Source: an optimization exercise on an open RTL-to-GDS flow (aim: small area and a short achievable clock period). Production flows keep margins and buffers that such runs may drop. Function was not checked in any run shown here: the RTL went through the layout flow alone. Power and IR drop assume default switching activity.

File: design/flow/flow/run.sh
#!/bin/bash
# Standard ORFS layout with fast port buffers (buf_4) instead of the
# default choice, and a clock tree without dummy loads.
set -euo pipefail
bash standard.sh "BUFFER_PORTS_ARGS=-buffer_cell sky130_fd_sc_hd__buf_4" \
  "CTS_ARGS=-sink_clustering_enable -repair_clock_nets -sink_clustering_size 20 -sink_clustering_max_diameter 50 -buf_list {sky130_fd_sc_hd__clkbuf_4 sky130_fd_sc_hd__clkbuf_8} -dont_use_dummy_load" \
  finish > standard.log 2>&1
File: design/flow/standard.sh
#!/bin/bash
# synth_recipe.tcl (not shown) runs the flow's synth.tcl, then flattens the netlist and writes it again
# the make line also repeats each setting of config.mk as NAME=value (left out here)
make -C /OpenROAD-flow-scripts/flow DESIGN_CONFIG=/design/flow/config.mk WORK_HOME=/design/flow/orfs CLKGATE_MAP_FILE= SYNTH_SCRIPT=/design/flow/synth_recipe.tcl "${@:-finish}"
File: design/flow/config.mk
export PLATFORM = sky130hd
export DESIGN_NAME = fifo
export DESIGN_NICKNAME = fifo
export VERILOG_FILES = /design/flow/design.v
export SDC_FILE = /design/flow/constraint.sdc
export NUM_CORES = 4
export LEC_CHECK = 0
export CAP_MARGIN = 20
export CORE_MARGIN = 2
export CORE_UTILIZATION = 65
export CTS_BUF_LIST = sky130_fd_sc_hd__clkbuf_4 sky130_fd_sc_hd__clkbuf_8
export CTS_CLUSTER_DIAMETER = 60
export CTS_CLUSTER_SIZE = 15
export PLACE_DENSITY = 0.75
export SETUP_SLACK_MARGIN = 0.9
export SLEW_MARGIN = 20
File: design/flow/constraint.sdc
create_clock -name core_clock -period 2.8 [get_ports {clk}]
set_input_delay 0.5600 -clock core_clock [delete_from_list [all_inputs] [get_ports {clk}]]
set_output_delay 0.5600 -clock core_clock [all_outputs]
set_load 0.01 [all_outputs]
File: design/flow/design.v
module fifo
#(
parameter DATA_WIDTH = 8,
parameter ADDR_WIDTH = 6
)(
input                          rst_n,
input                          clk,
input                          push,
input                          pop,
input      [DATA_WIDTH -1 : 0] data_in,
output reg [DATA_WIDTH -1 : 0] data_out,
output reg                     empty,
output                         full,
output     [DATA_WIDTH -1 : 0] fifo_counter
);
reg [ADDR_WIDTH : 0]    cnt;
reg [7:0]               sel_lo;		 
reg [7:0]               sel_hi;		 
reg [DATA_WIDTH -1 : 0] buf_mem[63:0];
assign full         = cnt[ADDR_WIDTH];
assign fifo_counter = {1'b0, cnt};
wire do_push = push & ~cnt[ADDR_WIDTH];
wire do_pop  = pop & ~empty;
wire inc     = do_push & ~do_pop;
wire dec     = do_pop & ~do_push;
wire [ADDR_WIDTH : 0] cnt_nxt = inc ? cnt + 1'b1 : dec ? cnt - 1'b1 : cnt;
always @(posedge clk or posedge rst_n)
	if (rst_n) begin
		cnt   <= 0;
		empty <= 1'b1;
	end else begin
		cnt   <= cnt_nxt;
		empty <= (empty & ~push) | ((cnt == 1) & pop & ~push);
	end
always @(posedge clk) begin
	sel_lo <= 8'd1 << cnt_nxt[2:0];
	sel_hi <= 8'd1 << cnt_nxt[5:3];
end
reg [DATA_WIDTH -1 : 0] grp[7:0];
reg [DATA_WIDTH -1 : 0] rd;
integer a, b;
always @* begin
	for (a = 0; a < 8; a = a + 1) begin
		grp[a] = 0;
		for (b = 0; b < 8; b = b + 1)
			grp[a] = grp[a] | ({DATA_WIDTH{sel_lo[b]}} & buf_mem[(8*a + b + 63) % 64]);
	end
	rd = 0;
	for (a = 0; a < 8; a = a + 1)
		rd = rd | ({DATA_WIDTH{sel_hi[a]}} & grp[a]);
end
always @(posedge clk or posedge rst_n)
	if (rst_n)
		data_out <= 0;
	else if (do_pop)
		data_out <= rd;
integer i;
always @(posedge clk)
	if (do_push) begin
		buf_mem[0] <= data_in;
		for (i = 1; i < 64; i = i + 1)
			buf_mem[i] <= buf_mem[i-1];
	end
endmodule
==> results of run 1 <==
registers in the layout (all words and copies together) (netlist names):
register,flops
buf_mem,512
cnt,7
data_out,8
empty,1
sel_hi,8
sel_lo,8
kinds of logic after synthesis:
kind of cell | Yosys count | synth area share
other | 1 | 0.000192
XOR/XNOR | 4 | 0.00179
AND/OR/NAND/NOR | 80 | 0.0229
buffers and inverters | 78 | 0.0172
adder cells (fa/ha/maj) | 5 | 0.00320
flip-flops | 544 | 0.824
AO/OA/AOI/OAI | 336 | 0.131
metrics by stage:
stage	setup TNS (ns)	power (W)	setup slack, ns	instance area, um^2
final	0	0.0198	0.649	21600
after global routing	0	0.0205	0.542	21600
after CTS	0	0.0194	0.744	21300
after detailed placement	0	0.0156	0.273	20500
after global placement	0	0.0155	0.376	20500
after floorplan	-3195.07	0.0137	-7.18	19600
layout make-up:
cell class,instances,area [um^2],share of cell area
Tap cell,390,488,0.0226
Sequential cell,544,16100,0.747
Inverter,13,58.8,0.00272
Timing Repair Buffer,95,970,0.0449
Clock buffer,38,523,0.0242
Multi-Input combinational cell,426,3430,0.159
timing repair:
item,in CTS,in global routing
setup buffers,16,11
pin swaps,10,10
endpoints found under the setup margin,360,169
gates resized for setup,38,21
cloned,1,1
metal layers:
layer,global-route usage,vias up,wire [um]
met5,0,-,0
met4,0.0874,0,1270
met3,0.0394,84,3380
met2,0.401,542,19500
met1,0.409,5483,17600
li1,-,4526,-
how the worst max path moves through the flow:
stage | from | endpoint | slack (ns)
finish | cnt[6] | sel_hi[2] | 0.65
detailed placement | pop | sel_hi[4] | 0.27
global placement | pop | sel_hi[2] | 0.38
global route | cnt[6] | sel_hi[6] | 0.54
CTS | cnt[6] | sel_hi[7] | 0.74
floorplan | push | sel_hi[0] | -7.18
layout by cell type, fill, tap and decap left out, types with 2 or more instances in the layout:
| cell | n |
|---|---|
| a2111oi_2 | 7 |
| a211oi_2 | 3 |
| a21oi_1 | 10 |
| a22oi_1 | 262 |
| a22oi_2 | 2 |
| a41oi_1 | 39 |
| buf_12 | 13 |
| buf_16 | 2 |
| buf_4 | 75 |
| buf_6 | 3 |
| clkbuf_8 | 38 |
| clkinvlp_4 | 2 |
| dfrtp_1 | 13 |
| dfrtp_2 | 2 |
| dfxtp_1 | 8 |
| dfxtp_4 | 7 |
| edfxtp_1 | 512 |
| ha_1 | 3 |
| inv_1 | 8 |
| inv_2 | 2 |
| nand2_1 | 7 |
| nand4_1 | 33 |
| nor2_1 | 19 |
| nor2_2 | 2 |
| nor4_2 | 2 |
| nor4_4 | 3 |
| xnor2_2 | 2 |
| xnor2_4 | 2 |
power by group through the flow:
stage	logic, W	registers [W]	clock network (W)
after CTS	0.00459	0.0112	0.00355
after floorplan	0.00278	0.0109	0
after detailed placement	0.00418	0.0114	0
after global placement	0.00410	0.0114	0
after global routing	0.00543	0.0113	0.00378
final	0.00508	0.0112	0.00352
==> summary.md, run 1 <==
| Metric | Value |
|---|---|
| Status | finished clean |
| Pwr/cell area | 916 mW/mm^2 |
| First-pass GRT wire length | about 62000 um |
| Clock latency (worst-skew pair) | between 0.6 and 0.7 ns |
| Clock sinks | 544 |
| Top post-synthesis cells by area | edfxtp_1 79%, a22oi_1 10%, dfrtp_1 1.9% |
| Most common library cells after synthesis | 512 x edfxtp_1, 264 x a22oi_1, 40 x a41oi_1, 33 x nand4_1 |
| Final HPWL DP | approximately 23000 um |
| Ys flop type | edfxtp_1 |
| Crit path depth | 10 |
| Input/output buffers | 28 |
| Worst path required time | 3.28 ns |
| NetSw | 0.00628 W |
| P_leak | 6.89 nW |
| Root Buffer | clkbuf_8 |
| Maximum fanout along the worst path | 3 |
| Antenna-violating nets left | 0 |
| Layout cell share with drive strength beyond 1 | 0.171 |
| CTS max path bufs | 3 |
| Vias | 10600 |
| Avg Inst Size Synth | 18.6 um^2 |
| Initial antenna violation count | 0 |
| Crit path cell chain | nand2b_4, clkinvlp_4, ha_4, buf_6, nand3b_1, o32ai_4, xnor2_2, buf_4, buf_6, a211oi_2 |
| Setup crit start kind | flip-flop |
| Worst-Margin Slew | 0.962 ns |
| CTS tree | built |
| CP Capture Type | flip-flop |
| Min cycle time layout | 2.15 ns |
| Synth area leader | edfxtp_1 |
| Post-synth EDFFs | 512 |
| Unique cell type count in the Yosys netlist | 41 |
| P&R area growth vs syn | 10.5% |
| Worst reg2reg path startpoint | cnt[6] |
| Synth Cell Area | between 0.015 and 0.02 mm^2 |
| Worst hold slack | 0.139 ns |
| Hold Path Sink | buf_mem[0][3] |
| Worst path top cell family by delay | compound AO/OA/AOI/OAI gates |
| Vias per cell | 7.06 |
| Synth top area share | 0.787 |
| WS Path Type | reg2reg |
| CTS Hold Bufs | 0 |
| Max-cap viol count | 0 |
| Critical path buffers and inverters | 4 |
| FF+latch count, synth | 544 |
| Slew Limit Fails | 0 |
| R2R setup slack | around 0.65 ns |
| IO Count | 30 |
| Number of remaining DRC errors | 0 |
| HP Start | data_in[3] |
| Worst hold path type | in2reg |
| Min-Delay Path Depth | 1 |
| TritonCTS buffer count | 38 |
| Final Hold Viols | 0 |
| Mapped Cells | 1048 |
| Diodes inserted | 0 |
| Comb pwr share | 0.257 |
| WL/cell | 27.7 um |
| Final Cycle Share | 0.768 |
| Die Footprint | 0.0315 mm^2 |
| Crit path max-delay cell type | dfrtp_1 |
| Final setup viols | 0 |
| Worst Skew | just under 0.07 ns |
| Sequential power share | 0.565 |
| Clock-pin slew on the worst setup and hold paths | 0.11 ns |
| Worst IR Drop VDD | 1.07 mV |
| Fmax | roughly 460 MHz |
| Die height | 177 um |
| Fin nets | 1135 |
| Part of the Yosys area used for sequential elements | 0.824 |
| Post-route insts no fill | 1506 |
| First-pass DRT Iterations | 5 |
| Core ar. | 0.0296 mm^2 |
| Drt total wl | between 40000 and 50000 um |
| Vias in the first global route | 10500 |
| WP data arrival | 2.63 ns |
| RR Endpoint | sel_hi[2] |
| GRT Util Overall | 0.266 |
| Crit path largest cell delay | 0.37 ns |
| Switching share of power | 0.317 |
| Yosys warning total | 3 |
| Async S/R FF share, synth | 0.0294 |
| Htree depth | 2 |
| RSZ-0062 raised after global routing | true |
| Fill cells | 1773 |
| Most frequent CP cell | buf_6 |
| Rel. slew slack | 0.358 |
| GPL Wtd Cong | 0.824 |
| Clock power frac | 0.178 |
| Final core occ | 0.729 |
| Syn Nets | 1065 |
| Drt initial violations | 1525 |
| Placed Cells | 1439 |
| Rows | 63 |
| Grt ovf | 0 |
| Most numerous cell in the Yosys netlist | edfxtp_1 |
| Internal power | 0.0135 W |
| Initial Utilization | 0.659 |
| Worst R2R Path Depth | 10 |
| Chip Width | 177 um |
| Largest net degree at the start of global routing | 172 |
==> inputs of run 2 (changes only) <==
--- a/design/flow/design.v
+++ b/design/flow/design.v
@@ -22,19 +22,30 @@
 wire do_push = push & ~cnt[ADDR_WIDTH];
 wire do_pop  = pop & ~empty;
 wire inc     = do_push & ~do_pop;
+wire [7:0] lo_cur = 8'd1 << cnt[2:0];
 wire dec     = do_pop & ~do_push;
-wire [ADDR_WIDTH : 0] cnt_nxt = inc ? cnt + 1'b1 : dec ? cnt - 1'b1 : cnt;
 always @(posedge clk or posedge rst_n)
 	if (rst_n) begin
 		cnt   <= 0;
 		empty <= 1'b1;
+		sel_hi <= 8'd1;
 	end else begin
-		cnt   <= cnt_nxt;
+		if (inc) begin
+			cnt <= cnt + 1'b1;
+			if (lo_cur[7]) sel_hi <= {sel_hi[6:0], sel_hi[7]};
+		end else if (dec) begin
+			cnt <= cnt - 1'b1;
+			if (lo_cur[0]) sel_hi <= {sel_hi[0], sel_hi[7:1]};
+		end
 		empty <= (empty & ~push) | ((cnt == 1) & pop & ~push);
 	end
+wire [7:0] lo_inc = {lo_cur[6:0], lo_cur[7]};
+wire [7:0] lo_dec = {lo_cur[0], lo_cur[7:1]};
+wire [7:0] lo_10 = full  ? lo_cur : lo_inc;
+wire [7:0] lo_01 = empty ? lo_cur : lo_dec;
+wire [7:0] lo_11 = empty ? lo_inc : (full ? lo_dec : lo_cur);
 always @(posedge clk) begin
-	sel_lo <= 8'd1 << cnt_nxt[2:0];
-	sel_hi <= 8'd1 << cnt_nxt[5:3];
+	sel_lo <= push ? (pop ? lo_11 : lo_10) : (pop ? lo_01 : lo_cur);
 end
 reg [DATA_WIDTH -1 : 0] grp[7:0];
 reg [DATA_WIDTH -1 : 0] rd;
==> run 2 against run 1 <==
  * Total power rose by 8.7%
  * Sequential share of layout area shrank 0.67 points
  * Critical path depth fell by 2
  * Largest power group unchanged
==> summary.md, run 2 <==
| Metric | Value |
|---|---|
| Fin nets | between 1000 and 1500 |
| Biggest register | buf_mem |
| Initial antenna violation count | 0 |
| Antenna-violating nets left | 0 |
| GPL Wtd Cong | roughly 0.8 |
| Final HPWL DP | 23600 um |
| Drt total wl | approximately 44000 um |
| Initial Utilization | 0.660 |
| WL/cell | 28.0 um |
| CTS Hold Bufs | 0 |
| P&R area growth vs syn | 8.25% |
| FF+latch count, synth | 544 |
| NetSw | 0.00718 W |
| Rel. slew slack | 0.266 |
| Largest net degree at the start of global routing | between 100 and 150 |
| Unique cell type count in the Yosys netlist | 45 |
| Crit path largest cell delay | 0.57 ns |
| Grt ovf | 0 |
| RSZ-0062 raised after global routing | true |
| P_leak | 6.81 nW |
| TritonCTS buffer count | 41 |
| Synth Cell Area | 0.0202 mm^2 |
| Setup crit start kind | flip-flop |
| Htree depth | 2 |
| First-pass DRT Iterations | 5 |
| Core ar. | between 0.03 and 0.04 mm^2 |
| Top post-synthesis cells by area | edfxtp_1 76%, a22oi_1 9.7%, dfrtp_1 2.7% |
| Final setup viols | 0 |
| Ys flop type | edfxtp_1 |
| Mapped Cells | 1128 |
| Diodes inserted | 0 |
| Input/output buffers | 28 |
| CP Capture Type | flip-flop |
| Syn Nets | 1148 |
| Clock latency (worst-skew pair) | roughly 0.60 ns |
| Clock power frac | 0.169 |
| Yosys warning total | 3 |
| Min cycle time layout | 1.91 ns |
| Pwr/cell area | 984 mW/mm^2 |
| GRT Util Overall | 0.263 |
| Max-cap viol count | 0 |
| WP data arrival | 2.36 ns |
| Worst hold path type | in2async |
| Most numerous cell in the Yosys netlist | edfxtp_1 |
| Max reg flops | about 510 |
| Worst path required time | 3.25 ns |
| Final Hold Viols | 0 |
| Fmax | ~520 MHz |
| Clock-pin slew on the worst setup and hold paths | 0.12 ns |
| Synth top area share | 0.762 |
| Worst-Margin Slew | 1.10 ns |
| IO Count | 30 |
| Status | finished clean |
| Rows | between 60 and 70 |
| Vias | 11200 |
| Most common library cells after synthesis | 512 x edfxtp_1, 262 x a22oi_1, 46 x a41oi_1, 46 x buf_2, 33 x a21oi_1 |
| Multi-input logic area | 0.00363 mm^2 |
| Worst IR Drop VDD | 0.585 mV |
| Worst Skew | between 0.06 and 0.07 ns |
| Final Cycle Share | 0.682 |
| Fill cells | about 1900 |
| Root Buffer | clkbuf_8 |
| Most common cell after layout, fill and taps aside | edfxtp_1 |
| WS Path Type | reg2reg |
| Slew Limit Fails | 0 |
| Part of the Yosys area used for sequential elements | 0.800 |
| Vias per cell | 7.14 |
| First-pass GRT wire length | 65300 um |
| Post-synth EDFFs | a little over 500 |
| CTS tree | built |
| Async S/R FF share, synth | 0.0441 |
| Die Footprint | 0.0325 mm^2 |
| Comb pwr share | 0.265 |
| Number of remaining DRC errors | 0 |
| Internal power | 0.0143 W |
| Switching share of power | 0.334 |
| CTS max path bufs | 3 |
| Crit path cell chain | and2b_1, inv_2, ha_2, buf_6, nand4_1, o2bb2a_2, nor2_2, xnor2_1 |
| Die height | 180 um |
| Crit path max-delay cell type | dfstp_2 |
| Drt initial violations | 1445 |
| Chip Width | 180 um |
| Commonest non-fill, non-tap cells in the layout | 512 x edfxtp_1, 262 x a22oi_1, 54 x buf_4 |
| Clock sinks | 544 |
| Avg Inst Size Synth | approximately 18 um^2 |
| Maximum fanout along the worst path | 8 |
| Sequential power share | 0.566 |
| Worst hold slack | 0.0824 ns |
| Vias in the first global route | 11200 |
| Sequential standard cell area | 0.0162 mm^2 |
| Final core occ | 0.714 |
| Layout cell share with drive strength beyond 1 | 0.139 |
| Synth area leader | edfxtp_1 |
==> run 2: stage by stage <==
stage / worst slack, ns / total power [W] / instance area, um^2 / instances / setup TNS [ns]
6_report: 0.889 / 0.0215 / 21800 / 1572 / 0
4_1_cts: 0.854 / 0.0211 / 21600 / 1556 / 0
5_1_grt: 0.805 / 0.0224 / 21800 / 1572 / 0
2_1_floorplan: -7.25 / 0.0156 / 20200 / 1128 / -3233.26
3_5_place_dp: 0.493 / 0.0174 / 20900 / 1507 / 0
3_3_place_gp: 0.541 / 0.0173 / 20900 / 1507 / 0
==> run 2: cells by family (layout without fill, tap and decap cells) <==
group           Yosys count  in the layout  share of synthesized area
compound gates          380            380                      0.143
xor+xnor                  6              6                    0.00260
fa+ha+maj                 8              8                    0.00496
buf+inv                  87            135                     0.0220
flops                   544            544                      0.800
mux                       8              8                    0.00397
other cells               1              1                   0.000186
simple gates             94             94                     0.0236
==> run 2: cell type report <==
class / count / share of cell area
Inverter: 11 / 0.00223
Tap cell: 396 / 0.0227
Multi-Input combinational cell: 497 / 0.166
Clock buffer: 41 / 0.0258
Timing Repair Buffer: 83 / 0.0429
Sequential cell: 544 / 0.740
==> run 2: worst paths after layout <==
| path | from | to | slack [ns] | depth (start not counted) |
|---|---|---|---|---|
| hold reg to reg | buf_mem[26][6] | buf_mem[27][6] | 0.42 | 0 |
| max in group asynchronous | rst_n | cnt[6] | 2.31 | 3 |
| setup / recovery | empty | cnt[6] | 0.89 | 8 |
| setup reg to reg | empty | cnt[6] | 0.89 | 8 |
| hold / removal | rst_n | data_out[6] | 0.08 | 3 |
| min in group core_clock | data_in[0] | buf_mem[0][0] | 0.14 | 1 |
==> run 2: worst max-delay path: cells and delay by family (launching register included) <==
| kind | cells | cell delay [ns] |
|---|---|---|
| fa+ha+maj | 1 | 0.20 |
| xor+xnor | 1 | 0.12 |
| simple gates | 3 | 0.46 |
| compound gates | 1 | 0.28 |
| buf+inv | 2 | 0.20 |
| flops | 1 | 0.57 |
==> run 2: routing by layer <==
layer | vias to the layer above | GRT usage | part of all wire
met1 | 5638 | 0.385 | 0.39
met3 | 102 | 0.0649 | 0.11
met2 | 702 | 0.392 | 0.46
met4 | 0 | 0.0948 | 0.036
met5 | - | 0 | 0
li1 | 4785 | - | -
==> run 2: power groups by stage <==
stage               sequential, W  clock [W]  combinational [W]
floorplan                  0.0119          0            0.00374
global placement           0.0124          0            0.00488
detailed placement         0.0124          0            0.00499
CTS                        0.0123    0.00368            0.00515
global route               0.0123    0.00393            0.00610
finish                     0.0122    0.00363            0.00569
==> run 2: timing repair <==
action	in CTS	in global routing
setup buffers	8	13
endpoints found under the setup margin	372	335
resized for setup	12	15
gates cloned	0	3
pin swaps	3	3
==> inputs of run 3 (changes only) <==
--- a/design/flow/design.v
+++ b/design/flow/design.v
@@ -22,30 +22,33 @@
 wire do_push = push & ~cnt[ADDR_WIDTH];
 wire do_pop  = pop & ~empty;
 wire inc     = do_push & ~do_pop;
-wire [7:0] lo_cur = 8'd1 << cnt[2:0];
 wire dec     = do_pop & ~do_push;
 always @(posedge clk or posedge rst_n)
 	if (rst_n) begin
 		cnt   <= 0;
 		empty <= 1'b1;
-		sel_hi <= 8'd1;
 	end else begin
-		if (inc) begin
+		if (inc)
 			cnt <= cnt + 1'b1;
-			if (lo_cur[7]) sel_hi <= {sel_hi[6:0], sel_hi[7]};
-		end else if (dec) begin
+		else if (dec)
 			cnt <= cnt - 1'b1;
-			if (lo_cur[0]) sel_hi <= {sel_hi[0], sel_hi[7:1]};
-		end
 		empty <= (empty & ~push) | ((cnt == 1) & pop & ~push);
 	end
+wire [7:0] lo_cur = 8'd1 << cnt[2:0];
+wire [7:0] hi_cur = 8'd1 << cnt[5:3];
 wire [7:0] lo_inc = {lo_cur[6:0], lo_cur[7]};
 wire [7:0] lo_dec = {lo_cur[0], lo_cur[7:1]};
+wire [7:0] hi_inc = lo_cur[7] ? {hi_cur[6:0], hi_cur[7]} : hi_cur;
+wire [7:0] hi_dec = lo_cur[0] ? {hi_cur[0], hi_cur[7:1]} : hi_cur;
 wire [7:0] lo_10 = full  ? lo_cur : lo_inc;
 wire [7:0] lo_01 = empty ? lo_cur : lo_dec;
 wire [7:0] lo_11 = empty ? lo_inc : (full ? lo_dec : lo_cur);
+wire [7:0] hi_10 = full  ? hi_cur : hi_inc;
+wire [7:0] hi_01 = empty ? hi_cur : hi_dec;
+wire [7:0] hi_11 = empty ? hi_inc : (full ? hi_dec : hi_cur);
 always @(posedge clk) begin
 	sel_lo <= push ? (pop ? lo_11 : lo_10) : (pop ? lo_01 : lo_cur);
+	sel_hi <= push ? (pop ? hi_11 : hi_10) : (pop ? hi_01 : hi_cur);
 end
 reg [DATA_WIDTH -1 : 0] grp[7:0];
 reg [DATA_WIDTH -1 : 0] rd;
==> run 3 against run 2 <==
  * Still clean
  * Flip-flop and latch count did not move
  * Via count fell by 0.29%
  * Global-route usage fell by 0.72 points
  * Synthesized area rose by 0.61%
  * Setup slack got worse by 0.021 ns
  * Routed wire length fell by 4.8%
  * Register-to-register slack got worse by 0.02 ns
  * Clock skew rose by 0.0069 ns
  * Critical path type unchanged
  * Critical endpoint is now buf_mem[28][5]
  * Largest power group unchanged
  * Highest routed layer unchanged
==> summary.md, run 3 <==
| Metric | Value |
|---|---|
| Status | finished clean |
| Drt initial violations | 1523 |
| Worst-Margin Slew | slightly above 0.9 ns |
| IO Count | 30 |
| Worst Setup SP | cnt[6] |
| Synth area leader | edfxtp_1 |
| Worst reg2reg path startpoint | cnt[6] |
| Min cycle time layout | 1.93 ns |
| Slack of the critical path | 0.868 ns |
| Rows | 64 |
| RSZ-0062 raised after global routing | true |
| Unique cell type count in the Yosys netlist | 55 |
| Synth top area share | 0.757 |
| Worst Skew | 0.0717 ns |
| Placed Cells | 1532 |
| Worst IR Drop VDD | 0.680 mV |
| P&R area growth vs syn | 7.07% |
| Mapped Cells | 1168 |
| Post-synth EDFFs | 512 |
| Final Cycle Share | 0.690 |
| Wire length on met2 | 19400 um |
| Worst setup endpoint | buf_mem[28][5] |
| Most common library cells after synthesis | 512 x edfxtp_1, 289 x a22oi_1, 66 x nand4_1, 60 x buf_2, 18 x nor2_1 |
| Vias in the first global route | roughly 11000 |
| Switching share of power | 0.323 |
| Worst hold path type | in2async |
| Initial Utilization | 0.662 |
| Worst path required time | 2.99 ns |
| Avg Inst Size Synth | between 15 and 20 um^2 |
| CP Capture Type | flip-flop |
| Async S/R FF share, synth | 0.0294 |
| Clock power frac | 0.175 |
| WP data arrival | approximately 2.1 ns |
| Tot Pwr | 0.0208 W |
| Core ar. | 0.0307 mm^2 |
| Top routing layer used | met4 |
| First-pass DRT Iterations | 5 |
| GRT Util Overall | 0.255 |
| WL/cell | approximately 26 um |
| Ys flop type | edfxtp_1 |
| Met3 Wirelength | 3770 um |
| Final HPWL DP | 22600 um |
| Rel. slew slack | 0.394 |
| NetSw | 0.00672 W |
| Chip Width | around 180 um |
| Post-route insts no fill | between 1500 and 2000 |
| Pwr/cell area | 958 mW/mm^2 |
| Largest net degree at the start of global routing | 115 |
| Htree depth | 2 |
| Fmax | slightly above 500 MHz |
| Final Hold Viols | 0 |
| Drt total wl | between 40000 and 50000 um |
| P_leak | 6.86 nW |
| Biggest register | buf_mem |
| Most common cell after layout, fill and taps aside | edfxtp_1 |
| Clock-pin slew on the worst setup and hold paths | 0.12 ns |
| TritonCTS buffer count | 41 |
| FF+latch count, synth | 544 |
| R2R setup slack | 0.87 ns |
| Clock sinks | 544 |
| Vias per cell | ~7 |
| Internal power | around 0.014 W |
| Place WS | ~0.35 ns |
| Antenna-violating nets left | 0 |
| Commonest non-fill, non-tap cells in the layout | 512 x edfxtp_1, 289 x a22oi_1, 66 x nand4_1 |
| Worst R2R Path Depth | 4 |
| Die height | 181 um |
| CTS max path bufs | 3 |
| GPL Wtd Cong | 0.761 |
| Sequential power share | 0.585 |
| Layout cell share with drive strength beyond 1 | 0.119 |
| Synth Cell Area | 0.0203 mm^2 |
| Max reg flops | approximately 500 |
| Setup crit start kind | flip-flop |
| Die Footprint | approximately 0.033 mm^2 |
| Vias | 11200 |
| Fin nets | 1211 |
| WS Path Type | reg2reg |
| Root Buffer | clkbuf_8 |
| Syn Nets | 1188 |
| Met1 WL | about 17000 um |
| Clock latency (worst-skew pair) | 0.61 ns |
| Input/output buffers | 28 |
| Yosys warning total | 3 |
| Initial antenna violation count | 0 |
| Final setup viols | 0 |
| Diodes inserted | 0 |
| Comb pwr share | 0.240 |
| Number of remaining DRC errors | 0 |
| Top post-synthesis cells by area | edfxtp_1 76%, a22oi_1 11%, nand4_1 2.0% |
| Max-cap viol count | 0 |
| Grt ovf | 0 |
| Most numerous cell in the Yosys netlist | edfxtp_1 |
| Part of the Yosys area used for sequential elements | 0.793 |
| RR Endpoint | buf_mem[28][5] |
| Slew Limit Fails | 0 |
| CTS tree | built |
| Maximum fanout along the worst path | 114 |
| First-pass GRT wire length | between 60000 and 70000 um |
## run 3: power by group through the flow
stage	logic (W)	registers (W)	clock network (W)
2_1_floorplan	0.00344	0.0116	0
3_3_place_gp	0.00474	0.0122	0
3_5_place_dp	0.00482	0.0123	0
4_1_cts	0.00485	0.0122	0.00371
5_1_grt	0.00542	0.0123	0.00396
6_report	0.00499	0.0122	0.00365
## run 3: worst min-delay path by stage
stage / slack [ns] / from / end / depth (start not counted)
3_5_place_dp: 0.43 / buf_mem[1][0] / buf_mem[2][0] / 0
6_report: 0.006 / rst_n / data_out[1] / 2
5_1_grt: 0.02 / rst_n / data_out[1] / 2
4_1_cts: 0.00005 / rst_n / data_out[1] / 2
2_1_floorplan: 0.43 / buf_mem[0][6] / buf_mem[1][6] / 0
3_3_place_gp: 0.43 / buf_mem[42][5] / buf_mem[43][5] / 0
## run 3: critical path: stages (launching register included)
cell	delay [ns]
dfrtp_1	0.37
nand2b_4	0.16
clkinvlp_4	0.12
buf_12	0.35
buf_16	0.44
## run 3: through the flow
stage	area, um^2	utilization	TNS [ns]	hold slack (ns)
4_1_cts	21600	0.704	0	0.0000524
5_1_grt	21700	0.709	0	0.0201
2_1_floorplan	20300	-	-3162.66	0.427
6_report	21700	0.709	0	0.00553
3_3_place_gp	21000	0.684	0	0.429
3_5_place_dp	21000	0.684	0	0.434
## run 3: area by class of cell
| cell class | instances | area (um^2) |
|---|---|---|
| clock buffer | 41 | 564 |
| fill | 1892 | 8930 |
| inverter | 9 | 37.5 |
| multi-input combinational | 529 | 3840 |
| sequential | 544 | 16100 |
| tap | 396 | 495 |
| timing repair buffer | 66 | 677 |
## run 3: repair_timing
action | CTS | global route
hold endpoints to repair | 0 | 0
resized for setup | 11 | 17
hold buffers | 0 | 0
setup endpoints to repair | 52 | 345
pin swaps | 0 | 4
setup buffers | 3 | 9
## run 3: cell families (layout without fill, tap and decap cells)
kind of cell,count (synthesis),in the layout,share of synthesized area
simple gates,136,136,0.0384
fa+ha+maj,8,8,0.00493
buf+inv,95,116,0.0222
xor+xnor,8,8,0.00345
other cells,1,1,0.000185
flops,544,544,0.793
mux,8,8,0.00394
compound gates,368,368,0.134
## run 3: layer usage
metal  GRT usage  vias to the layer above
met5           0                        -
met4      0.0968                        0
met3      0.0496                       95
met2       0.381                      570
met1       0.382                     5663
li1            -                     4866
==> inputs of run 4 (changes only) <==
--- a/design/flow/config.mk
+++ b/design/flow/config.mk
@@ -12,5 +12,5 @@
 export CTS_CLUSTER_DIAMETER = 60
 export CTS_CLUSTER_SIZE = 15
 export PLACE_DENSITY = 0.75
-export SETUP_SLACK_MARGIN = 0.9
+export SETUP_SLACK_MARGIN = 1.1
 export SLEW_MARGIN = 20
==> run 4 against run 3 <==
  * Non-clock buffer count is 48 higher
  * Largest power group unchanged
  * Critical path depth is 2 higher
  * Total power is 5.5% higher
  * Register-to-register slack better by 0.03 ns
==> summary.md, run 4 <==
| Metric | Value |
|---|---|
| Root Buffer | clkbuf_8 |
| CP Capture Type | flip-flop |
| Sequential power share | 0.546 |
| FF+latch count, synth | 544 |
| Part of the Yosys area used for sequential elements | 0.793 |
| Largest net degree at the start of global routing | 74 |
| Vias in the first global route | 11300 |
| Largest family of logic cells by synthesized area | compound AO/OA/AOI/OAI gates |
| Final Hold Viols | 0 |
| Sequential standard cell area | approximately 0.016 mm^2 |
| Max-cap viol count | 0 |
| Synth area leader | edfxtp_1 |
| Die Footprint | approximately 0.033 mm^2 |
| Top post-synthesis cells by area | edfxtp_1 76%, a22oi_1 11%, nand4_1 2.0% |
| Clock-pin slew on the worst setup and hold paths | 0.11 ns |
| Worst path required time | about 3.3 ns |
| Post-synthesis xor/xnor area fraction | 0.00345 |
| Worst-Margin Slew | 0.969 ns |
| Initial antenna violation count | 0 |
| Drt initial violations | 1641 |
| Post-route insts no fill | 1632 |
| Clock latency (worst-skew pair) | between 0.6 and 0.7 ns |
| Vias per cell | approximately 7.1 |
| Post-synth EDFFs | 512 |
| RSZ-0062 raised after global routing | true |
| CTS max path bufs | 3 |
| Initial Utilization | 0.662 |
| Simple-gate share of the synthesized area | 0.0384 |
| Core ar. | just over 0.03 mm^2 |
| TritonCTS buffer count | 40 |
| Number of remaining DRC errors | 0 |
| Maximum fanout along the worst path | 7 |
| Chip Width | about 180 um |
| NetSw | just over 0.007 W |
| Unique cell type count in the Yosys netlist | 55 |
| Grt ovf | 0 |
| Worst Skew | 0.0966 ns |
| Slack of the critical path | 0.897 ns |
| Layout cell share with drive strength beyond 1 | 0.195 |
| Pwr/cell area | 972 mW/mm^2 |
| Multi-input logic area | 0.00412 mm^2 |
| Most common library cells after synthesis | 512 x edfxtp_1, 289 x a22oi_1, 66 x nand4_1, 60 x buf_2, 18 x nor2_1 |
| Worst hold path type | in2reg |
| GRT Util Overall | 0.267 |
| Vias | 11500 |
| Htree depth | 2 |
| WP data arrival | around 2.4 ns |
| GPL Wtd Cong | 0.795 |
| WS Path Type | reg2reg |
| Comb pwr share | 0.289 |
| Slew Limit Fails | 0 |
| P&R area growth vs syn | 11.3% |
| Max reg flops | 512 |
| First-pass GRT wire length | 66900 um |
| Setup crit start kind | flip-flop |
| Diodes inserted | 0 |
| Synth top area share | 0.757 |
| Clock power frac | 0.165 |
| Antenna-violating nets left | 0 |
| Rows | 64 |
| WL/cell | 27.3 um |
| Worst IR Drop VDD | around 0.65 mV |
| Async S/R FF share, synth | 0.0294 |
| IO Count | 30 |
| TNS Setup | 0 ns |
| P_leak | 7.22 nW |
| Most common cell after layout, fill and taps aside | edfxtp_1 |
| Min cycle time layout | 1.90 ns |
| Fraction of the mapped netlist area in compound gates | 0.134 |
| CTS Hold Bufs | 0 |
| Status | finished clean |
| Input/output buffers | 28 |
| Die height | 181 um |
| Final setup viols | 0 |
| Clock sinks | 544 |
| Post-synthesis adder-cell area fraction | 0.00493 |
| Yosys warning total | 3 |
| Fill cells | 1795 |
| Dpl cell area | 0.0210 mm^2 |
| Placed Cells | 1532 |
| Switching share of power | 0.328 |
| Drt total wl | 44500 um |
| Rel. slew slack | 0.353 |
| Ys flop type | edfxtp_1 |
| Place WS | 0.396 ns |
| Syn Nets | between 1000 and 1500 |
| First-pass DRT Iterations | 5 |
| Avg Inst Size Synth | ~17 um^2 |
| Final Cycle Share | 0.680 |
| Final HPWL DP | 22700 um |
| Proportion of synthesized area in mux cells | 0.00394 |
| Internal power | about 0.015 W |
| Fin area | 0.0226 mm^2 |
| Fmax | ~530 MHz |
| Commonest non-fill, non-tap cells in the layout | 512 x edfxtp_1, 264 x a22oi_1, 67 x buf_4 |
| CTS tree | built |
| Mapped Cells | 1168 |
| Fin nets | about 1300 |
| Tot Pwr | 0.0220 W |
| Biggest register | buf_mem |
| Synth Cell Area | 0.0203 mm^2 |
| Most numerous cell in the Yosys netlist | edfxtp_1 |
## run 4: cell counts after synthesis
No cell type changed its count.
## run 4: cell type report
cell class              instances  share of cell area
inverters                       9             0.00177
well taps                     396              0.0219
multi-input cells             529               0.182
repair buffers                114              0.0563
clock buffers                  40              0.0244
flip-flops and latches        544               0.713
## run 4: logic make-up (layout without fill, tap and decap cells)
logic type / Yosys count / after routing
buffers and inverters: 95 / 163
XOR/XNOR: 8 / 8
flip-flops: 544 / 544
AO/OA/AOI/OAI: 368 / 368
multiplexers: 8 / 8
other: 1 / 1
AND/OR/NAND/NOR: 136 / 136
adder cells (fa/ha/maj): 8 / 8
## run 4: power groups by stage
stage / Sequential (W) / Combinational, W / Clock (W)
final: 0.0120 / 0.00634 / 0.00363
after floorplan: 0.0116 / 0.00344 / 0
after global routing: 0.0121 / 0.00680 / 0.00395
after global placement: 0.0122 / 0.00479 / 0
after detailed placement: 0.0122 / 0.00487 / 0
after CTS: 0.0120 / 0.00583 / 0.00365
## run 4: final timing paths
kind / startpoint / end / slack (ns) / depth (start not counted)
worst max-delay path: empty / sel_hi[5] / 0.90 / 6
worst max register to register: empty / sel_hi[5] / 0.90 / 6
max in group asynchronous: rst_n / cnt[4] / 1.89 / 2
worst min register to register: buf_mem[41][0] / buf_mem[42][0] / 0.41 / 0
worst min-delay path: data_in[6] / buf_mem[0][6] / 0.14 / 1
min in group asynchronous: rst_n / data_out[1] / 0.17 / 2
## run 4: metrics by stage
stage	hold slack, ns	util
global route	0.127	0.737
global placement	0.429	0.683
floorplan	0.427	-
CTS	0.129	0.724
finish	0.143	0.737
detailed placement	0.434	0.683
## run 4: per-layer routing
layer  wire length [um]  GRT usage  vias to the layer above
met5                  0          0                        -
met1              18200      0.404                     5847
met3               4170     0.0484                       87
li1                   -          -                     4965
met4               1100     0.0794                        0
met2              21100      0.406                      609
## run 4: critical path, stage by stage (launching register included)
cell,delay [ns]
dfstp_2,0.59
buf_6,0.14
and4bb_2,0.27
o21ai_1,0.15
a31oi_1,0.14
or3_4,0.41
a21boi_2,0.13
## run 4: what timing repair did
| action | in CTS | in global routing |
|---|---|---|
| buffers inserted | 35 | 21 |
| pin swaps | 8 | 29 |
| endpoints found under the hold margin | 0 | 0 |
| cloned | 4 | 0 |
| gates resized for setup | 70 | 58 |
| endpoints found under the setup margin | 517 | 42 |
==> inputs of run 5 (changes only) <==
==> design/flow/design.v (replaced) <==
module fifo
#(
parameter DATA_WIDTH = 8,
parameter ADDR_WIDTH = 6
)(
input                          rst_n,
input                          clk,
input                          push,
input                          pop,
input      [DATA_WIDTH -1 : 0] data_in,
output reg [DATA_WIDTH -1 : 0] data_out,
output reg                     empty,
output                         full,
output     [DATA_WIDTH -1 : 0] fifo_counter
);
reg [ADDR_WIDTH : 0]    cnt;
reg [7:0]               sel_lo;		 
reg [DATA_WIDTH -1 : 0] buf_mem[63:0];
assign full         = cnt[ADDR_WIDTH];
assign fifo_counter = {1'b0, cnt};
wire [ADDR_WIDTH : 0] cnt_inc = cnt + 1'b1;
wire [ADDR_WIDTH : 0] cnt_dec = cnt - 1'b1;
wire [7:0] lo_inc = {sel_lo[6:0], sel_lo[7]};
wire [7:0] lo_dec = {sel_lo[0], sel_lo[7:1]};
wire [ADDR_WIDTH : 0] cnt_10 = full  ? cnt : cnt_inc;
wire [ADDR_WIDTH : 0] cnt_01 = empty ? cnt : cnt_dec;
wire [ADDR_WIDTH : 0] cnt_11 = empty ? cnt_inc : (full ? cnt_dec : cnt);
wire [7:0] lo_10 = full  ? sel_lo : lo_inc;
wire [7:0] lo_01 = empty ? sel_lo : lo_dec;
wire [7:0] lo_11 = empty ? lo_inc : (full ? lo_dec : sel_lo);
wire one = (cnt == 1);
always @(posedge clk or posedge rst_n)
	if (rst_n) begin
		cnt    <= 0;
		empty  <= 1'b1;
		sel_lo <= 8'd1;
	end else begin
		cnt    <= push ? (pop ? cnt_11 : cnt_10) : (pop ? cnt_01 : cnt);
		sel_lo <= push ? (pop ? lo_11 : lo_10) : (pop ? lo_01 : sel_lo);
		empty  <= ~push & (empty | (pop & one));
	end
wire [7:0] sel_hi = 8'd1 << cnt[5:3];
reg [DATA_WIDTH -1 : 0] grp[7:0];
reg [DATA_WIDTH -1 : 0] rd;
integer a, b;
always @* begin
	for (a = 0; a < 8; a = a + 1) begin
		grp[a] = 0;
		for (b = 0; b < 8; b = b + 1)
			grp[a] = grp[a] | ({DATA_WIDTH{sel_lo[b]}} & buf_mem[(8*a + b + 63) % 64]);
	end
	rd = 0;
	for (a = 0; a < 8; a = a + 1)
		rd = rd | ({DATA_WIDTH{sel_hi[a]}} & grp[a]);
end
always @(posedge clk or posedge rst_n)
	if (rst_n)
		data_out <= 0;
	else if (pop & ~empty)
		data_out <= rd;
wire do_push = push & ~full;
integer i;
always @(posedge clk)
	if (do_push) begin
		buf_mem[0] <= data_in;
		for (i = 1; i < 64; i = i + 1)
			buf_mem[i] <= buf_mem[i-1];
	end
endmodule
==> design/flow/run.sh (new file) <==
#!/bin/bash
# synth_recipe.tcl (not shown) runs the flow's synth.tcl, then flattens the netlist and writes it again
# the make line also repeats each setting of config.mk as NAME=value (left out here)
make -C /OpenROAD-flow-scripts/flow DESIGN_CONFIG=/design/flow/config.mk WORK_HOME=/design/flow/orfs CLKGATE_MAP_FILE= SYNTH_SCRIPT=/design/flow/synth_recipe.tcl finish
--- a/design/flow/config.mk
+++ b/design/flow/config.mk
@@ -12,5 +12,5 @@
 export CTS_CLUSTER_DIAMETER = 60
 export CTS_CLUSTER_SIZE = 15
 export PLACE_DENSITY = 0.75
-export SETUP_SLACK_MARGIN = 1.1
+export SETUP_SLACK_MARGIN = 0.9
 export SLEW_MARGIN = 20
removed: design/flow/flow/run.sh
removed: design/flow/standard.sh
==> run 5 against run 4 <==
  * Still clean on timing, DRC and antenna
  * Routed wire length increased by 5.7%
  * Final area increased by 1.7%
  * Die area decreased by 2.6%
  * Clock-buffer cell count increased by 36
  * Global-route usage increased by 2.2 points
  * Maximum frequency decreased by 6.8%
  * First-iteration DRC count increased by 9.0%
  * Hold slack improved by 0.20 ns
  * Cell count increased by 0.18%
  * Utilization increased by 3.5 points
  * Setup slack got worse by 0.14 ns
  * Synthesized area decreased by 2.6%
==> summary.md, run 5 <==
| Metric | Value |
|---|---|
| Status | finished clean |
| Ys flop type | edfxtp_1 |
| Synth top area share | 0.778 |
| Fin nets | 1228 |
| Core ar. | just under 0.03 mm^2 |
| Rel. slew slack | 0.637 |
| Vias per cell | 7.13 |
| CTS max path bufs | 3 |
| FF+latch count, synth | 536 |
| Initial Utilization | 0.663 |
| Worst-Margin Slew | approximately 0.54 ns |
| WP data arrival | 2.49 ns |
| WL/cell | 28.8 um |
| Number of remaining DRC errors | 0 |
| Pwr/cell area | 888 mW/mm^2 |
| IO Count | 30 |
| Fmax | between 400 and 500 MHz |
| Most numerous cell in the Yosys netlist | edfxtp_1 |
| Max reg flops | 512 |
| Htree depth | 2 |
| Die Footprint | 0.0318 mm^2 |
| Die height | 178 um |
| Avg Inst Size Synth | ~18 um^2 |
| Sequential standard cell area | ~0.016 mm^2 |
| Worst IR Drop VDD | 0.691 mV |
| Largest net degree at the start of global routing | 88 |
| Most common cell after layout, fill and taps aside | edfxtp_1 |
| Maximum fanout along the worst path | 10 |
| Post-synth EDFFs | 512 |
| Root Buffer | clkbuf_8 |
| Final core occ | 0.772 |
| Vias in the first global route | 11300 |
| Max-cap viol count | 0 |
| GPL Wtd Cong | approximately 0.80 |
| Final HPWL DP | 24500 um |
| Commonest non-fill, non-tap cells in the layout | 512 x edfxtp_1, 211 x a22oi_1, 80 x buf_4 |
| Final Hold Viols | 0 |
| CTS Hold Bufs | 0 |
| Multi-input logic area | around 0.0037 mm^2 |
| GRT Util Overall | 0.289 |
| Crit path cell chain | buf_12, a22o_1, a221oi_1, a311oi_1, o31ai_2, a31oi_1 |
| Part of the Yosys area used for sequential elements | 0.808 |
| Grt ovf | 0 |
| Yosys warning total | 3 |
| Slew Limit Fails | 0 |
| Antenna-violating nets left | 0 |
| RSZ-0062 raised after global routing | true |
| Syn Nets | 1092 |
| Rows | 63 |
| Clock-pin slew on the worst setup and hold paths | 0.11 ns |
| Unique cell type count in the Yosys netlist | 55 |
| Setup crit start kind | flip-flop |
| Drt initial violations | 1789 |
| WS Path Type | reg2reg |
| P_leak | 7.49 nW |
| Top flop regs | buf_mem (512), data_out (8), sel_lo (8) |
| Input/output buffers | 28 |
| Layout cell share with drive strength beyond 1 | 0.231 |
| Chip Width | approximately 180 um |
| First-pass DRT Iterations | 6 |
| CP Capture Type | flip-flop |
| Worst path required time | 3.25 ns |
| CTS tree | built |
| Most common library cells after synthesis | 512 x edfxtp_1, 236 x a22oi_1, 43 x buf_2, 33 x nand4_1, 24 x a41oi_1 |
| TritonCTS buffer count | 42 |
| Worst hold slack | 0.345 ns |
| Min cycle time layout | roughly 2 ns |
| Biggest register | buf_mem |
| Synth Cell Area | just under 0.02 mm^2 |
| Top post-synthesis cells by area | edfxtp_1 78%, a22oi_1 9.0%, dfrtp_1 2.8% |
| Crit path largest cell delay | approximately 0.6 ns |
| Initial antenna violation count | 1 |
| Vias | 11700 |
| Async S/R FF share, synth | 0.0448 |
| Diodes inserted | 0 |
| Final Cycle Share | 0.729 |
| Drt total wl | 47100 um |
| Worst Skew | ~0.037 ns |
| Worst hold path type | in2async |
| Final setup viols | 0 |
| Fill cells | 1591 |
| P&R area growth vs syn | 16.3% |
| Crit path max-delay cell type | dfrtp_4 |
| Mapped Cells | 1075 |
| First-pass GRT wire length | 67700 um |
| Synth area leader | edfxtp_1 |
| Clock sinks | about 540 |
| Clock latency (worst-skew pair) | ~0.6 ns |
## run 5: cell count changes in the layout (fill, tap and decap cells not counted), sizes merged, moves of 9 or more
cell	previous run	this run
a31oi	2	11
buf	112	127
clkbuf	40	85
o21ai	12	22
dfxtp	16	0
a41oi	10	24
a22oi	289	238
nand4	66	33
a22o	1	11
clkdlybuf4s50	0	11
a221oi	0	14
## run 5: kinds of logic (layout without fill, tap and decap cells)
| group | after synthesis | after routing | share of synthesized area |
|---|---|---|---|
| fa+ha+maj | 5 | 5 | 0.00316 |
| flops | 536 | 536 | 0.808 |
| buf+inv | 79 | 248 | 0.0211 |
| compound gates | 355 | 356 | 0.135 |
| xor+xnor | 4 | 4 | 0.00177 |
| simple gates | 85 | 85 | 0.0249 |
| other cells | 1 | 1 | 0.000190 |
| mux | 10 | 10 | 0.00506 |
## run 5: routing by layer
layer  up-vias  track usage  part of all wire
met5         -            0           0.00028
met4         2       0.0894             0.026
met3       112       0.0740              0.11
met2       799        0.418              0.46
met1      5918        0.441              0.40
li1       4823            -                 -
## run 5: area by class of cell
cell class	count	area share
Inverter	8	0.00147
Tap cell	390	0.0212
Sequential cell	536	0.697
Clock buffer	76	0.0371
Clock inverter	2	0.00109
Timing Repair Buffer	162	0.0831
Multi-Input combinational cell	461	0.160
## run 5: repair_timing
item                       CTS  global route
gates resized for setup     74            74
setup endpoints to repair   26           367
hold endpoints to repair     0             0
pin swaps                   16            25
gates cloned                 2            10
buffers inserted            46            20
## run 5: path summary, 6_finish.rpt
check / from / endpoint / slack (ns) / cells past startpoint
min reg2reg: buf_mem[17][7] / buf_mem[18][7] / 0.43 / 0
max in group asynchronous: rst_n / empty / 2.09 / 3
min: rst_n / sel_lo[4] / 0.35 / 3
max: sel_lo[2] / data_out[5] / 0.76 / 6
min in group core_clock: buf_mem[17][7] / buf_mem[18][7] / 0.43 / 0
max reg2reg: sel_lo[2] / data_out[5] / 0.76 / 6
## run 5: power by group
group	total [W]	switching, W	internal, W
clock	0.00443	0.00250	0.00193
combinational	0.00297	0.00191	0.00106
sequential	0.0130	0.00123	0.0118
## run 5: worst max-delay path: cells and delay by family (launching register included)
kind            cells  cell delay (ns)
buf+inv             1             0.19
compound gates      5             1.10
flops               1             0.60
## run 5: stage by stage
step / setup slack, ns / cell area, um^2 / setup TNS (ns) / std cells / total power [W]
6_report: 0.758 / 23000 / 0 / 1635 / 0.0204
5_1_grt: 0.721 / 23000 / 0 / 1635 / 0.0211
4_1_cts: 0.714 / 22300 / 0 / 1605 / 0.0199
3_5_place_dp: 0.363 / 20800 / 0 / 1479 / 0.0154
3_3_place_gp: 0.404 / 20800 / 0 / 1479 / 0.0152
2_1_floorplan: -2.84 / 19800 / -1249.33 / 1075 / 0.0141
==> inputs of run 6 (changes only) <==
--- a/design/flow/design.v
+++ b/design/flow/design.v
@@ -15,6 +15,7 @@
 );
 reg [ADDR_WIDTH : 0]    cnt;
 reg [7:0]               sel_lo;		 
+reg [7:0]               sel_hi;		 
 reg [DATA_WIDTH -1 : 0] buf_mem[63:0];
 assign full         = cnt[ADDR_WIDTH];
 assign fifo_counter = {1'b0, cnt};
@@ -22,24 +23,32 @@
 wire [ADDR_WIDTH : 0] cnt_dec = cnt - 1'b1;
 wire [7:0] lo_inc = {sel_lo[6:0], sel_lo[7]};
 wire [7:0] lo_dec = {sel_lo[0], sel_lo[7:1]};
+wire [7:0] hi_inc = sel_lo[7] ? {sel_hi[6:0], sel_hi[7]} : sel_hi;
+wire [7:0] hi_dec = sel_lo[0] ? {sel_hi[0], sel_hi[7:1]} : sel_hi;
 wire [ADDR_WIDTH : 0] cnt_10 = full  ? cnt : cnt_inc;
 wire [ADDR_WIDTH : 0] cnt_01 = empty ? cnt : cnt_dec;
 wire [ADDR_WIDTH : 0] cnt_11 = empty ? cnt_inc : (full ? cnt_dec : cnt);
 wire [7:0] lo_10 = full  ? sel_lo : lo_inc;
 wire [7:0] lo_01 = empty ? sel_lo : lo_dec;
 wire [7:0] lo_11 = empty ? lo_inc : (full ? lo_dec : sel_lo);
+wire [7:0] hi_10 = full  ? sel_hi : hi_inc;
+wire [7:0] hi_01 = empty ? sel_hi : hi_dec;
+wire [7:0] hi_11 = empty ? hi_inc : (full ? hi_dec : sel_hi);
 wire one = (cnt == 1);
 always @(posedge clk or posedge rst_n)
 	if (rst_n) begin
 		cnt    <= 0;
 		empty  <= 1'b1;
 		sel_lo <= 8'd1;
+		sel_hi <= 8'd1;
 	end else begin
 		cnt    <= push ? (pop ? cnt_11 : cnt_10) : (pop ? cnt_01 : cnt);
 		sel_lo <= push ? (pop ? lo_11 : lo_10) : (pop ? lo_01 : sel_lo);
+		sel_hi <= push ? (pop ? hi_11 : hi_10) : (pop ? hi_01 : sel_hi);
 		empty  <= ~push & (empty | (pop & one));
 	end
-wire [7:0] sel_hi = 8'd1 << cnt[5:3];
+wire do_push = push & ~full;
+wire do_pop  = pop & ~empty;
 reg [DATA_WIDTH -1 : 0] grp[7:0];
 reg [DATA_WIDTH -1 : 0] rd;
 integer a, b;
@@ -56,9 +65,8 @@
 always @(posedge clk or posedge rst_n)
 	if (rst_n)
 		data_out <= 0;
-	else if (pop & ~empty)
+	else if (do_pop)
 		data_out <= rd;
-wire do_push = push & ~full;
 integer i;
 always @(posedge clk)
 	if (do_push) begin
==> design/flow/flow/run.sh (new file) <==
#!/bin/bash
# Standard ORFS layout with fast port buffers (buf_4) instead of the
# default choice.
set -euo pipefail
bash standard.sh "BUFFER_PORTS_ARGS=-buffer_cell sky130_fd_sc_hd__buf_4" finish > standard.log 2>&1
==> design/flow/standard.sh (new file) <==
#!/bin/bash
# synth_recipe.tcl (not shown) runs the flow's synth.tcl, then flattens the netlist and writes it again
# the make line also repeats each setting of config.mk as NAME=value (left out here)
make -C /OpenROAD-flow-scripts/flow DESIGN_CONFIG=/design/flow/config.mk WORK_HOME=/design/flow/orfs CLKGATE_MAP_FILE= SYNTH_SCRIPT=/design/flow/synth_recipe.tcl "${@:-finish}"
removed: design/flow/run.sh
==> run 6 against run 5 <==
  * Still clean
  * Die area up 1.7%
  * Register-to-register slack better by 0.16 ns
  * Critical path depth fell by 2
  * Critical endpoint is now data_out[3]
  * Largest power group unchanged
  * Highest routed layer is now met4
==> summary.md, run 6 <==
| Metric | Value |
|---|---|
| Vias per cell | 7.12 |
| Max reg flops | slightly above 500 |
| Synth top area share | 0.764 |
| Crit path max-delay cell type | clkinv_1 |
| Post-synth EDFFs | 512 |
| Final Hold Viols | 0 |
| Initial Utilization | 0.659 |
| P_leak | 7.07 nW |
| Max-cap viol count | 0 |
| Rel. slew slack | 0.458 |
| TritonCTS buffer count | 42 |
| Die height | between 150 and 200 um |
| Unique cell type count in the Yosys netlist | 42 |
| Top post-synthesis cells by area | edfxtp_1 76%, a22oi_1 9.6%, dfrtp_1 3.6% |
| Final Cycle Share | 0.673 |
| Htree depth | 2 |
| Mapped Cells | 1087 |
| Largest net degree at the start of global routing | about 120 |
| Tot Pwr | 0.0222 W |
| Slew Limit Fails | 0 |
| Input/output buffers | 28 |
| Biggest register | buf_mem |
| Yosys warning total | 3 |
| Ys flop type | edfxtp_1 |
| GRT Util Overall | 0.262 |
| Diodes inserted | 0 |
| Syn Nets | 1104 |
| Number of remaining DRC errors | 0 |
| Fin nets | 1160 |
| WL/cell | 27.6 um |
| Drt initial violations | 1833 |
| First-pass DRT Iterations | 6 |
| Synth Cell Area | 0.0201 mm^2 |
| Status | finished clean |
| IO Count | 30 |
| Pwr/cell area | 1010 mW/mm^2 |
| Core ar. | around 0.03 mm^2 |
| First-pass GRT wire length | 65100 um |
| Sequential standard cell area | 0.0162 mm^2 |
| Clock sinks | 544 |
| CTS max path bufs | 3 |
| Final HPWL DP | 23100 um |
| Crit path largest cell delay | ~0.56 ns |
| Multi-input logic area | roughly 0.0035 mm^2 |
| Clock latency (worst-skew pair) | 0.58 ns |
| Most numerous cell in the Yosys netlist | edfxtp_1 |
| Synth area leader | edfxtp_1 |
| Maximum fanout along the worst path | 9 |
| Layout cell share with drive strength beyond 1 | 0.166 |
| CTS tree | built |
| Root Buffer | clkbuf_8 |
| Commonest non-fill, non-tap cells in the layout | 512 x edfxtp_1, 255 x a22oi_1, 64 x a41oi_1 |
| WS Path Type | reg2reg |
| Vias | 11200 |
| Chip Width | about 180 um |
| Setup crit start kind | flip-flop |
| Worst Skew | 0.0131 ns |
| Clock-pin slew on the worst setup and hold paths | 0.10 ns |
| Worst-Margin Slew | 0.812 ns |
| P&R area growth vs syn | 9.14% |
| Worst hold path type | in2async |
| TNS Setup | 0 ns |
| Initial antenna violation count | 0 |
| Fmax | 531 MHz |
| Final setup viols | 0 |
| Min cycle time layout | 1.88 ns |
| CP Capture Type | flip-flop |
| Avg Inst Size Synth | roughly 19 um^2 |
| Async S/R FF share, synth | 0.0588 |
| R2R setup slack | around 0.92 ns |
| WP data arrival | ~2.4 ns |
| Most common cell after layout, fill and taps aside | edfxtp_1 |
| Most common library cells after synthesis | 512 x edfxtp_1, 256 x a22oi_1, 65 x a41oi_1, 39 x buf_2, 29 x dfrtp_1 |
| Worst path required time | 3.30 ns |
| Fill cells | 1810 |
| Worst IR Drop VDD | 0.666 mV |
| Part of the Yosys area used for sequential elements | 0.804 |
| Rows | 64 |
| Vias in the first global route | 10900 |
| Antenna-violating nets left | 0 |
| Crit path cell chain | clkinv_1, a41oi_1, nor4_2, a31oi_1 |
| FF+latch count, synth | 544 |
| Die Footprint | 0.0324 mm^2 |
| Grt ovf | 0 |
| Drt total wl | 43400 um |
| GPL Wtd Cong | 0.807 |
| RSZ-0062 raised after global routing | false |
## run 6: changes by cell type after synthesis, moves of 11 or more
cell / delta
a41oi_1: +41
nand4_1: -33
a22oi_1: +20
nor4_1: +17
o21ai_0: -14
a221oi_1: -12
a22o_1: -11
clkbuf_1: -11
## run 6: cell type report
class | instances | share of cell area
multi-input combinational | 461 | 0.160
tap | 396 | 0.0226
clock buffer | 74 | 0.0381
sequential | 544 | 0.738
timing repair buffer | 80 | 0.0364
clock inverter | 2 | 0.00177
inverter | 14 | 0.00313
## run 6: per-stage QoR
stage | util | setup WS [ns] | hold WS (ns) | cells | instance area (um^2)
detailed placement | 0.680 | 0.707 | 0.434 | 1473 | 20800
floorplan | - | -6.13 | 0.427 | 1087 | 20100
global placement | 0.680 | 0.730 | 0.429 | 1473 | 20800
global route | 0.720 | 0.864 | 0.127 | 1571 | 22000
finish | 0.720 | 0.915 | 0.133 | 1571 | 22000
CTS | 0.714 | 0.900 | 0.133 | 1556 | 21800
## run 6: kinds of logic after synthesis
| logic type | share of synthesized area |
|---|---|
| adder cells (fa/ha/maj) | 0.00311 |
| multiplexers | 0.00398 |
| XOR/XNOR | 0.00218 |
| AO/OA/AOI/OAI | 0.144 |
| flip-flops | 0.804 |
| other | 0.000186 |
| buffers and inverters | 0.0259 |
| AND/OR/NAND/NOR | 0.0165 |
## run 6: worst max-delay path, delay by kind of cell, from the launching register on
kind,cells,cell delay [ns]
and+or+nand+nor,1,0.11
buffers and inverters,1,0.56
AOI/OAI and AO/OA,2,0.69
DFF,1,0.43
## run 6: timing repair
item / 4_1_cts / 5_1_grt
setup endpoints to repair: 18 / 18
gates resized for setup: 16 / 14
hold buffers: 0 / 0
pin swaps: 0 / 3
buffers inserted: 7 / 15
hold endpoints to repair: 0 / 0
## run 6: routing by layer
metal | track usage | vias to the layer above | share of wire | wire length, um
li1 | - | 4708 | - | -
met1 | 0.415 | 5648 | 0.42 | 18000
met2 | 0.378 | 726 | 0.45 | 19600
met3 | 0.0504 | 103 | 0.10 | 4470
met4 | 0.0813 | 0 | 0.029 | 1260
met5 | 0 | - | 0 | 0
## run 6: power breakdown
group / switching (W) / internal, W
Combinational: 0.00339 / 0.00199
Clock: 0.00246 / 0.00198
Sequential: 0.00113 / 0.0112
Total: 0.00698 / 0.0152
## run 6: worst paths after layout
check / startpoint / endpoint / cells after the start
min: rst_n / cnt[0] / 2
max in group asynchronous: rst_n / sel_hi[0] / 3
min reg2reg: buf_mem[25][1] / buf_mem[26][1] / 0
max reg2reg: sel_hi[4] / data_out[3] / 4
max: sel_hi[4] / data_out[3] / 4
min in group core_clock: data_in[2] / buf_mem[0][2] / 1
==> inputs of run 7 (changes only) <==
--- a/design/flow/config.mk
+++ b/design/flow/config.mk
@@ -13,4 +13,4 @@
 export CTS_CLUSTER_SIZE = 15
 export PLACE_DENSITY = 0.75
 export SETUP_SLACK_MARGIN = 0.9
-export SLEW_MARGIN = 20
+export SLEW_MARGIN = 70
==> run 7 against run 6 <==
  * Via count grew 0.33%
  * Register-to-register slack is essentially flat
  * First-iteration DRC count shrank 7.4%
  * Die area is the same
  * Utilization grew 0.74 points
  * Total power grew 0.43%
  * Clock power shrank 0.9%
  * Setup slack gained 0.0074 ns
  * Cell count grew 0.64%
  * Clock skew grew 0.017 ns
  * Final area grew 1.0%
  * Flip-flop and latch count is the same
==> summary.md, run 7 <==
| Metric | Value |
|---|---|
| RSZ-0062 raised after global routing | true |
| Setup crit start kind | flip-flop |
| Htree depth | 2 |
| First-pass DRT Iterations | 5 |
| Biggest register | buf_mem |
| P_leak | 7.21 nW |
| Fmax | 533 MHz |
| Min cycle time layout | 1.88 ns |
| Slew Limit Fails | 0 |
| Worst hold path type | in2reg |
| Status | finished clean |
| Crit path max-delay cell type | dfrtp_4 |
| Input/output buffers | 28 |
| Fin area | 0.0222 mm^2 |
| Async S/R FF share, synth | 0.0588 |
| Post-synth EDFFs | 512 |
| Synth Cell Area | 0.0201 mm^2 |
| Die height | 180 um |
| IO Count | 30 |
| GPL Wtd Cong | 0.807 |
| Final Hold Viols | 0 |
| WP data arrival | 2.33 ns |
| Worst hold slack | about 0.15 ns |
| Dpl cell area | 0.0209 mm^2 |
| Sequential standard cell area | 0.0162 mm^2 |
| Top routing layer used | met4 |
| Final core occ | 0.727 |
| Synth area leader | edfxtp_1 |
| Synth top area share | 0.764 |
| Worst IR Drop VDD | ~0.80 mV |
| Vias | 11200 |
| Worst reg2reg path startpoint | sel_lo[6] |
| Part of the Yosys area used for sequential elements | 0.804 |
| Worst Skew | 0.0297 ns |
| Worst Setup SP | sel_lo[6] |
| Vias in the first global route | 11100 |
| Pwr/cell area | 1000 mW/mm^2 |
| Max-cap viol count | 0 |
| Fill cells | between 1500 and 2000 |
| Most common library cells after synthesis | 512 x edfxtp_1, 256 x a22oi_1, 65 x a41oi_1, 39 x buf_2, 29 x dfrtp_1 |
| WL/cell | between 20 and 30 um |
| Wire length on met2 | 20000 um |
| Syn Nets | 1104 |
| CTS tree | built |
| First-pass GRT wire length | approximately 66000 um |
| Most numerous cell in the Yosys netlist | edfxtp_1 |
| Core ar. | a little over 0.03 mm^2 |
| Commonest non-fill, non-tap cells in the layout | 512 x edfxtp_1, 254 x a22oi_1, 64 x a41oi_1 |
| CP Capture Type | flip-flop |
| Avg Inst Size Synth | about 19 um^2 |
| Final HPWL DP | 23500 um |
| Die Footprint | 0.0324 mm^2 |
| Clock sinks | 544 |
| Vias per cell | 7.10 |
| Yosys warning total | 3 |
| Worst path required time | 3.25 ns |
| Clock latency (worst-skew pair) | 0.59 ns |
| Rows | 64 |
| Number of remaining DRC errors | 0 |
| GRT Util Overall | 0.267 |
| Crit path largest cell delay | 0.56 ns |
| TritonCTS buffer count | 42 |
| Crit path cell chain | buf_4, a22oi_1, a41oi_1, nor4_2, a31oi_1 |
| Final setup viols | 0 |
| Mapped Cells | 1087 |
| Drt total wl | around 44000 um |
| Most common cell after layout, fill and taps aside | edfxtp_1 |
| Chip Width | 180 um |
| Fin nets | roughly 1200 |
| Initial Utilization | 0.659 |
| WS Path Type | reg2reg |
| Maximum fanout along the worst path | 20 |
| Ys flop type | edfxtp_1 |
| CTS max path bufs | 3 |
| Tot Pwr | 0.0222 W |
| Max reg flops | 512 |
| Drt initial violations | 1698 |
| P&R area growth vs syn | 10.3% |
| Largest net degree at the start of global routing | 75 |
| Met3 Wirelength | around 4700 um |
| Diodes inserted | 0 |
| Clock-pin slew on the worst setup and hold paths | about 0.10 ns |
| Grt ovf | 0 |
| Unique cell type count in the Yosys netlist | 42 |
| Root Buffer | clkbuf_8 |
| Final Cycle Share | 0.670 |
| Met1 WL | roughly 18000 um |
| Multi-input logic area | 0.00350 mm^2 |
| Initial antenna violation count | 0 |
| HP Start | data_in[2] |
| Layout cell share with drive strength beyond 1 | 0.171 |
| Antenna-violating nets left | 0 |
| FF+latch count, synth | about 540 |
| Top post-synthesis cells by area | edfxtp_1 76%, a22oi_1 9.6%, dfrtp_1 3.6% |
-- run 7: cell counts after synthesis --
Identical to the previous run, type by type.
-- run 7: path summary, 6_finish.rpt --
check,endpoint,slack (ns),cells after the start
hold reg to reg,buf_mem[7][5],0.45,0
setup / recovery,data_out[0],0.92,5
min in group asynchronous,sel_lo[3],0.48,3
max in group asynchronous,sel_hi[0],1.79,4
hold / removal,buf_mem[0][2],0.15,1
setup reg to reg,data_out[0],0.92,5
-- run 7: per-stage QoR --
step	setup WS, ns	TNS, ns	cells
5_1_grt	0.828	0	1581
3_5_place_dp	0.538	0	1477
3_3_place_gp	0.730	0	1473
6_report	0.923	0	1581
2_1_floorplan	-6.13	-3018.94	1087
4_1_cts	0.909	0	1567
-- run 7: power breakdown --
part,total [W],leakage [nW],internal [W],switching [W]
clock network,0.00439,0.466,0.00192,0.00247
logic,0.00554,1.46,0.00211,0.00343
registers,0.0123,5.29,0.0112,0.00113
total,0.0222,7.21,0.0152,0.00703
-- run 7: final cells by class --
type,instances,share of cell area
Clock buffer,76,0.0384
Clock inverter,2,0.000677
Inverter,14,0.00282
Multi-Input combinational cell,461,0.158
Sequential cell,544,0.731
Tap cell,396,0.0223
Timing Repair Buffer,88,0.0474
-- run 7: cells by family (layout without fill, tap and decap cells) --
family / Yosys count / after routing / share of synthesized area
AO/OA/AOI/OAI: 378 / 378 / 0.144
XOR/XNOR: 5 / 5 / 0.00218
buffers and inverters: 82 / 180 / 0.0259
AND/OR/NAND/NOR: 64 / 64 / 0.0165
multiplexers: 8 / 8 / 0.00398
adder cells (fa/ha/maj): 5 / 5 / 0.00311
other: 1 / 1 / 0.000186
flip-flops: 544 / 544 / 0.804
-- run 7: critical path, delay by kind of cell, from the launching register on --
kind | cells | cell delay [ns]
AOI/OAI and AO/OA | 3 | 0.59
DFF | 1 | 0.56
and+or+nand+nor | 1 | 0.34
buffers and inverters | 1 | 0.27
-- run 7: per-layer routing --
metal / track usage / vias to the layer above
met5: 0 / -
met4: 0.0722 / 0
met3: 0.0652 / 89
met2: 0.390 / 678
met1: 0.412 / 5722
li1: - / 4733
-- run 7: repair_timing --
| action | in CTS | in global routing |
|---|---|---|
| cloned | 3 | 1 |
| setup buffers | 8 | 12 |
| hold buffers | 1 | 0 |
| setup endpoints to repair | 104 | 80 |
| pin swaps | 0 | 1 |
| hold endpoints to repair | 15 | 0 |
| gates resized for setup | 5 | 11 |

## static timing again, ports no longer ideal
No port has a modelled driver above. Below, the same layouts with a new extraction and two added sets of constraints. Step 1: set_driving_cell puts a clkbuf_16 on clk and a buf_2 on each other input, an assumption about the parent block. Step 2 adds t to the input delays and takes it off the output delays; t is the mean of the earliest and latest rising clock arrival at the registers after step 1. Input paths then give back, and output paths get back, about the clock's delay inside the block. Three values: no drivers, after step 1, after step 2; two values: the first two.
run | t (ns) | setup slack, ns | hold slack, ns | worst data-port slew with drivers (ns)
run 1 | 0.622 | 0.649 / 0.649 / 0.359 | 0.139 / 0.118 / 0.415 | 0.05
run 2 | 0.615 | 0.889 / 0.889 / 0.541 | 0.082 / 0.056 / 0.417 | 0.04
run 3 | 0.616 | 0.868 / 0.868 / 0.411 | 0.006 / -0.024 / 0.412 | 0.04
run 4 | 0.618 | 0.897 / 0.897 / 0.454 | 0.143 / 0.118 / 0.412 | 0.04
run 5 | 0.637 | 0.758 / 0.758 / 0.403 | 0.345 / 0.317 / 0.435 | 0.03
run 6 | 0.620 | 0.915 / 0.908 / 0.656 | 0.133 / 0.114 / 0.452 | 0.04
run 7 | 0.622 | 0.923 / 0.898 / 0.611 | 0.152 / 0.133 / 0.448 | 0.03
After both steps every run listed still meets setup and hold. For run 3, which loses most, drivers alone change the setup slack by 0.000 ns; drivers and shift together by -0.457 ns.
